From an optimization exercise on the open Yosys and OpenROAD flow, aimed at small area and a short achievable clock period; shortcuts taken in it are not production practice. Where RTL was checked, it was by simulation tests only, not by an equivalence proof against the original. No activity file was given, so power comes from the tool's default toggle rates.

## run A
==> flow/design.v <==
module TIMER_TOP (
	input  wire        sys_clk,
	input  wire        sys_rst_n,
	input  wire        tim_psel,
	input  wire        tim_write,
	input  wire        tim_penable,
	input  wire [11:0] tim_paddr,
	input  wire [31:0] tim_pwdata,
	output wire [31:0] tim_prdata,
	input  wire [3:0]  tim_pstrb,
	output wire        tim_pready,
	output wire        tim_int,
	input  wire        dbg_mode
);
	reg apb_wait;    
	reg rdy_rd;      
	reg rdy_wr;      
	always @(posedge sys_clk or negedge sys_rst_n) begin
		if (~sys_rst_n) begin
			apb_wait <= 1'b0;
			rdy_rd   <= 1'b0;
			rdy_wr   <= 1'b0;
		end else begin
			apb_wait <= tim_psel & ~tim_penable;
			rdy_rd   <= apb_wait & ~tim_write;
			rdy_wr   <= apb_wait &  tim_write;
		end
	end
	assign tim_pready = rdy_rd | rdy_wr;
	reg sel_tcr, sel_tdr0, sel_tdr1, sel_tcmp0, sel_tcmp1, sel_tier, sel_tisr, sel_thcsr;
	wire addr_hi0 = (tim_paddr[11:5] == 7'd0) & (tim_paddr[1:0] == 2'd0);
	wire sel_tcr_d   = addr_hi0 & (tim_paddr[4:2] == 3'd0);
	wire sel_tdr0_d  = addr_hi0 & (tim_paddr[4:2] == 3'd1);
	wire sel_tdr1_d  = addr_hi0 & (tim_paddr[4:2] == 3'd2);
	wire sel_tcmp0_d = addr_hi0 & (tim_paddr[4:2] == 3'd3);
	wire sel_tcmp1_d = addr_hi0 & (tim_paddr[4:2] == 3'd4);
	wire sel_tier_d  = addr_hi0 & (tim_paddr[4:2] == 3'd5);
	wire sel_tisr_d  = addr_hi0 & (tim_paddr[4:2] == 3'd6);
	wire sel_thcsr_d = addr_hi0 & (tim_paddr[4:2] == 3'd7);
	always @(posedge sys_clk) begin
		sel_tcr   <= sel_tcr_d;
		sel_tdr0  <= sel_tdr0_d;
		sel_tdr1  <= sel_tdr1_d;
		sel_tcmp0 <= sel_tcmp0_d;
		sel_tcmp1 <= sel_tcmp1_d;
		sel_tier  <= sel_tier_d;
		sel_tisr  <= sel_tisr_d;
		sel_thcsr <= sel_thcsr_d;
	end
	wire [31:0] wdata = tim_pwdata & {{8{tim_pstrb[3]}}, {8{tim_pstrb[2]}}, {8{tim_pstrb[1]}}, {8{tim_pstrb[0]}}};
	wire we_tcr   = rdy_wr & sel_tcr;
	wire we_tdr0  = rdy_wr & sel_tdr0;
	wire we_tdr1  = rdy_wr & sel_tdr1;
	wire we_tcmp0 = rdy_wr & sel_tcmp0;
	wire we_tcmp1 = rdy_wr & sel_tcmp1;
	wire we_tier  = rdy_wr & sel_tier;
	wire we_tisr  = rdy_wr & sel_tisr;
	wire we_thcsr = rdy_wr & sel_thcsr;
	reg       timer_en;
	reg       div_en;
	reg [3:0] div_val;
	wire tcr_same   = {wdata[11:8], wdata[1]} == {div_val, div_en};
	wire tcr_gt8    = wdata[11] & (|wdata[10:8]);
	wire tcr_en_we  = we_tcr & tcr_same;
	wire tcr_div_we = we_tcr & ~wdata[0] & ~timer_en & ~tcr_gt8;
	always @(posedge sys_clk or negedge sys_rst_n) begin
		if (~sys_rst_n) begin
			timer_en <= 1'b0;
		end else if (tcr_en_we) begin
			timer_en <= wdata[0];
		end
	end
	always @(posedge sys_clk or negedge sys_rst_n) begin
		if (~sys_rst_n) begin
			div_en   <= 1'b0;
			div_val  <= 4'd1;
		end else if (tcr_div_we) begin
			div_en   <= wdata[1];
			div_val  <= wdata[11:8];
		end
	end
	reg int_en, int_st, halt_req;
	wire halt_ack = halt_req & dbg_mode;
	always @(posedge sys_clk or negedge sys_rst_n) begin
		if (~sys_rst_n) begin
			int_en   <= 1'b0;
			halt_req <= 1'b0;
		end else begin
			if (we_tier)  int_en   <= wdata[0];
			if (we_thcsr) halt_req <= wdata[0];
		end
	end
	assign tim_int = int_st & int_en;
	reg [7:0] p;
	reg       p_tc;
	wire [7:1] p_ones;    
	assign p_ones[1] = p[1];
	genvar gi;
	generate
		for (gi = 2; gi < 8; gi = gi + 1) begin : g_pones
			assign p_ones[gi] = p_ones[gi-1] & p[gi];
		end
	endgenerate
	reg p_before_tc;      
	always @(*) begin
		case (div_val)
			4'd1: p_before_tc = ~p[0];
			4'd2: p_before_tc = ~p[0] & p_ones[1];
			4'd3: p_before_tc = ~p[0] & p_ones[2];
			4'd4: p_before_tc = ~p[0] & p_ones[3];
			4'd5: p_before_tc = ~p[0] & p_ones[4];
			4'd6: p_before_tc = ~p[0] & p_ones[5];
			4'd7: p_before_tc = ~p[0] & p_ones[6];
			4'd8: p_before_tc = ~p[0] & p_ones[7];
			default: p_before_tc = 1'b0;
		endcase
	end
	wire div_zero = (div_val == 4'd0);
	always @(posedge sys_clk) begin
		if (~timer_en) begin
			p    <= 8'd0;
			p_tc <= div_zero;
		end else if (~halt_ack) begin
			p    <= p_tc ? 8'd0 : p + 8'd1;
			p_tc <= p_tc ? div_zero : p_before_tc;
		end
	end
	wire cnt_en = timer_en & ~halt_ack & (~div_en | p_tc);
	reg out_of_reset;
	always @(posedge sys_clk or negedge sys_rst_n) begin
		if (~sys_rst_n)
			out_of_reset <= 1'b0;
		else
			out_of_reset <= 1'b1;
	end
	reg timer_en_d;
	reg [31:0] cnt_lo, cnt_hi;
	wire clr = (timer_en_d & ~timer_en) | ~out_of_reset;
	always @(posedge sys_clk) begin
		timer_en_d <= timer_en;
	end
	wire [63:0] cnt = {cnt_hi, cnt_lo};
	wire [63:0] ones_below;    
	wire [7:0]  blk_ones;      
	genvar bi, bk;
	generate
		for (bi = 0; bi < 8; bi = bi + 1) begin : g_blk
			assign blk_ones[bi] = &cnt[8*bi+7:8*bi];
			for (bk = 0; bk < 8; bk = bk + 1) begin : g_bit
				if (bi == 0 && bk == 0)
					assign ones_below[0] = 1'b1;
				else if (bk == 0)
					assign ones_below[8*bi] = &blk_ones[bi-1:0];
				else
					assign ones_below[8*bi+bk] = ones_below[8*bi] & (&cnt[8*bi+bk-1:8*bi]);
			end
		end
	endgenerate
	wire [63:0] cnt_inc = cnt ^ ({64{cnt_en}} & ones_below);
	always @(posedge sys_clk) begin
		if (clr) begin
			cnt_lo <= 32'd0;
			cnt_hi <= 32'd0;
		end else begin
			cnt_lo <= we_tdr0 ? wdata : cnt_inc[31:0];
			cnt_hi <= we_tdr1 ? wdata : cnt_inc[63:32];
		end
	end
	reg [31:0] tcmp0_n, tcmp1_n;
	always @(posedge sys_clk) begin
		if (~out_of_reset) begin
			tcmp0_n <= 32'h0;
			tcmp1_n <= 32'h0;
		end else begin
			if (we_tcmp0) tcmp0_n <= ~wdata;
			if (we_tcmp1) tcmp1_n <= ~wdata;
		end
	end
	wire [31:0] tcmp0 = ~tcmp0_n, tcmp1 = ~tcmp1_n;
	wire cmp = ({tcmp1, tcmp0} == {cnt_hi, cnt_lo});
	always @(posedge sys_clk or negedge sys_rst_n) begin
		if (~sys_rst_n) begin
			int_st <= 1'b0;
		end else if (we_tisr & wdata[0]) begin
			int_st <= 1'b0;
		end else if (int_en & cmp) begin
			int_st <= 1'b1;
		end
	end
	wire int_st_nw   = int_st | (int_en & cmp);
	reg [31:0] rd_q;
	reg        rd_halt_q;
	always @(posedge sys_clk) begin
		rd_q <=
			  ({32{sel_tcr_d}}   & {20'd0, div_val, 6'd0, div_en, timer_en})
			| ({32{sel_tdr0_d}}  & cnt_inc[31:0])
			| ({32{sel_tdr1_d}}  & cnt_inc[63:32])
			| ({32{sel_tcmp0_d}} & ~tcmp0_n)
			| ({32{sel_tcmp1_d}} & ~tcmp1_n)
			| ({32{sel_tier_d}}  & {31'd0, int_en})
			| ({32{sel_tisr_d}}  & {31'd0, int_st_nw})
			| ({32{sel_thcsr_d}} & {31'd0, halt_req});
		rd_halt_q <= sel_thcsr_d & halt_req;
	end
	assign tim_prdata = {rd_q[31:2], rd_q[1] | (rd_halt_q & dbg_mode), rd_q[0]};
endmodule
Settings: LEC_CHECK=0, CAP_MARGIN=20, CORE_MARGIN=2, CORE_UTILIZATION=40, SETUP_SLACK_MARGIN=2.9, SLEW_MARGIN=20; clock period 5.5 ns.
standard.sh (not shown) runs the stock make flow with config.mk's settings and CLKGATE_MAP_FILE= SYNTH_SCRIPT=/design/flow/synth_recipe.tcl, a recipe that flattens the netlist after the stock synthesis.
==> flow/flow/run.sh <==
#!/bin/bash
set -euo pipefail
WD=$PWD
CLUSTER=$(cat flow/cts_cluster_size 2>/dev/null || echo 30)
CTS_EXTRA=$(cat flow/cts_extra 2>/dev/null || true)
export BUFFER_PORTS_ARGS="-buffer_cell sky130_fd_sc_hd__buf_1"
export CTS_ARGS="-sink_clustering_enable -repair_clock_nets -buf_list sky130_fd_sc_hd__clkbuf_8 -dont_use_dummy_load -sink_clustering_size $CLUSTER $CTS_EXTRA"
if [[ -f flow/abc.script ]]; then
  rm -rf "$WD/scripts_abc"
  cp -r "$FLOW_HOME/scripts" "$WD/scripts_abc"
  cp flow/abc.script "$WD/scripts_abc/abc_speed.script"
  bash standard.sh "SCRIPTS_DIR=$WD/scripts_abc" synth > synth_flow.log 2>&1
fi
bash standard.sh "BUFFER_PORTS_ARGS=$BUFFER_PORTS_ARGS" "CTS_ARGS=$CTS_ARGS" finish > standard_flow.log 2>&1
==> flow/flow/abc.script <==
&get -n
&st
&dch
&nf
&put
Here is what was changed in the inputs of run B compared with run A.
--- a/flow/design.v
+++ b/flow/design.v
@@ -34,22 +34,12 @@
 	wire sel_tdr1_d  = addr_hi0 & (tim_paddr[4:2] == 3'd2);
 	wire sel_tcmp0_d = addr_hi0 & (tim_paddr[4:2] == 3'd3);
 	wire sel_tcmp1_d = addr_hi0 & (tim_paddr[4:2] == 3'd4);
 	wire sel_tier_d  = addr_hi0 & (tim_paddr[4:2] == 3'd5);
 	wire sel_tisr_d  = addr_hi0 & (tim_paddr[4:2] == 3'd6);
 	wire sel_thcsr_d = addr_hi0 & (tim_paddr[4:2] == 3'd7);
-	always @(posedge sys_clk) begin
-		sel_tcr   <= sel_tcr_d;
-		sel_tdr0  <= sel_tdr0_d;
-		sel_tdr1  <= sel_tdr1_d;
-		sel_tcmp0 <= sel_tcmp0_d;
-		sel_tcmp1 <= sel_tcmp1_d;
-		sel_tier  <= sel_tier_d;
-		sel_tisr  <= sel_tisr_d;
-		sel_thcsr <= sel_thcsr_d;
-	end
 	wire [31:0] wdata = tim_pwdata & {{8{tim_pstrb[3]}}, {8{tim_pstrb[2]}}, {8{tim_pstrb[1]}}, {8{tim_pstrb[0]}}};
 	wire we_tcr   = rdy_wr & sel_tcr;
 	wire we_tdr0  = rdy_wr & sel_tdr0;
 	wire we_tdr1  = rdy_wr & sel_tdr1;
 	wire we_tcmp0 = rdy_wr & sel_tcmp0;
 	wire we_tcmp1 = rdy_wr & sel_tcmp1;
@@ -123,12 +113,22 @@
 		end else if (~halt_ack) begin
 			p    <= p_tc ? 8'd0 : p + 8'd1;
 			p_tc <= p_tc ? div_zero : p_before_tc;
 		end
 	end
 	wire cnt_en = timer_en & ~halt_ack & (~div_en | p_tc);
+	always @(posedge sys_clk) begin
+		sel_tcr   <= sel_tcr_d;
+		sel_tdr0  <= sel_tdr0_d;
+		sel_tdr1  <= sel_tdr1_d;
+		sel_tcmp0 <= sel_tcmp0_d;
+		sel_tcmp1 <= sel_tcmp1_d;
+		sel_tier  <= sel_tier_d;
+		sel_tisr  <= sel_tisr_d;
+		sel_thcsr <= sel_thcsr_d;
+	end
 	reg out_of_reset;
 	always @(posedge sys_clk or negedge sys_rst_n) begin
 		if (~sys_rst_n)
 			out_of_reset <= 1'b0;
 		else
 			out_of_reset <= 1'b1;
@@ -184,23 +184,29 @@
 		end else if (we_tisr & wdata[0]) begin
 			int_st <= 1'b0;
 		end else if (int_en & cmp) begin
 			int_st <= 1'b1;
 		end
 	end
-	wire int_st_nw   = int_st | (int_en & cmp);
-	reg [31:0] rd_q;
-	reg        rd_halt_q;
-	always @(posedge sys_clk) begin
-		rd_q <=
-			  ({32{sel_tcr_d}}   & {20'd0, div_val, 6'd0, div_en, timer_en})
-			| ({32{sel_tdr0_d}}  & cnt_inc[31:0])
-			| ({32{sel_tdr1_d}}  & cnt_inc[63:32])
-			| ({32{sel_tcmp0_d}} & ~tcmp0_n)
-			| ({32{sel_tcmp1_d}} & ~tcmp1_n)
-			| ({32{sel_tier_d}}  & {31'd0, int_en})
-			| ({32{sel_tisr_d}}  & {31'd0, int_st_nw})
-			| ({32{sel_thcsr_d}} & {31'd0, halt_req});
-		rd_halt_q <= sel_thcsr_d & halt_req;
-	end
-	assign tim_prdata = {rd_q[31:2], rd_q[1] | (rd_halt_q & dbg_mode), rd_q[0]};
+	reg rd1_q, rd1_halt_q;
+	always @(posedge sys_clk) begin
+		rd1_q <= (sel_tcr_d & div_en) | (sel_tdr0_d & cnt_inc[1]) | (sel_tdr1_d & cnt_inc[33])
+		       | (sel_tcmp0_d & ~tcmp0_n[1]) | (sel_tcmp1_d & ~tcmp1_n[1]);
+		rd1_halt_q <= sel_thcsr_d & halt_req;
+	end
+	assign tim_prdata[31:2] =
+		  ({30{sel_tcr}}   & {20'd0, div_val, 6'd0})
+		| ({30{sel_tdr0}}  & cnt_lo[31:2])
+		| ({30{sel_tdr1}}  & cnt_hi[31:2])
+		| ({30{sel_tcmp0}} & tcmp0[31:2])
+		| ({30{sel_tcmp1}} & tcmp1[31:2]);
+	assign tim_prdata[1] = rd1_q | (rd1_halt_q & dbg_mode);
+	assign tim_prdata[0] =
+		  (sel_tcr   & timer_en)
+		| (sel_tdr0  & cnt_lo[0])
+		| (sel_tdr1  & cnt_hi[0])
+		| (sel_tcmp0 & tcmp0[0])
+		| (sel_tcmp1 & tcmp1[0])
+		| (sel_tier  & int_en)
+		| (sel_tisr  & int_st)
+		| (sel_thcsr & halt_req);
 endmodule
==> comparison <==
Fraction of met2 tracks used by global routing delta for run B relative to run A: 4.8 points higher
Going from run A to run B, remaining max-slew budget at the tightest pin -18 points, wire length lower, routed wirelength normalized by instance count rose by 0.28 um, post-route cell area moved down, power attributed to combinational cells went down 29%.
Only the layout flow was run in run B; the RTL was not checked for function there.

-- separate check: timing with driven ports --
In the flow no input, the clock included, has a driving cell. The finished layouts below were timed again as built, in two steps. Step 1 (the two cells are an assumption about what drives the block):
set clk [get_ports {sys_clk}]
set_driving_cell -lib_cell sky130_fd_sc_hd__clkbuf_16 $clk
set_driving_cell -lib_cell sky130_fd_sc_hd__buf_2 [delete_from_list [all_inputs] $clk]
Step 2 times the ports against the registers' clock, not the clock port: input delays grow and output delays shrink by t, the midpoint of the rising clock arrivals with the driver on. Three values: no drivers, after step 1, after step 2; two values: the first two.
run	shift t [ns]	setup slack, ns	clock arrival spread, ns
run A	0.503	2.910 / 2.861 / 2.476	0.030 / 0.030
run B	0.499	2.474 / 2.429 / 2.518	0.030 / 0.029
After both steps every run listed still meets setup and hold. The setup slack of run A, which loses most, moves by -0.049 ns with the drivers and by -0.434 ns with both steps.
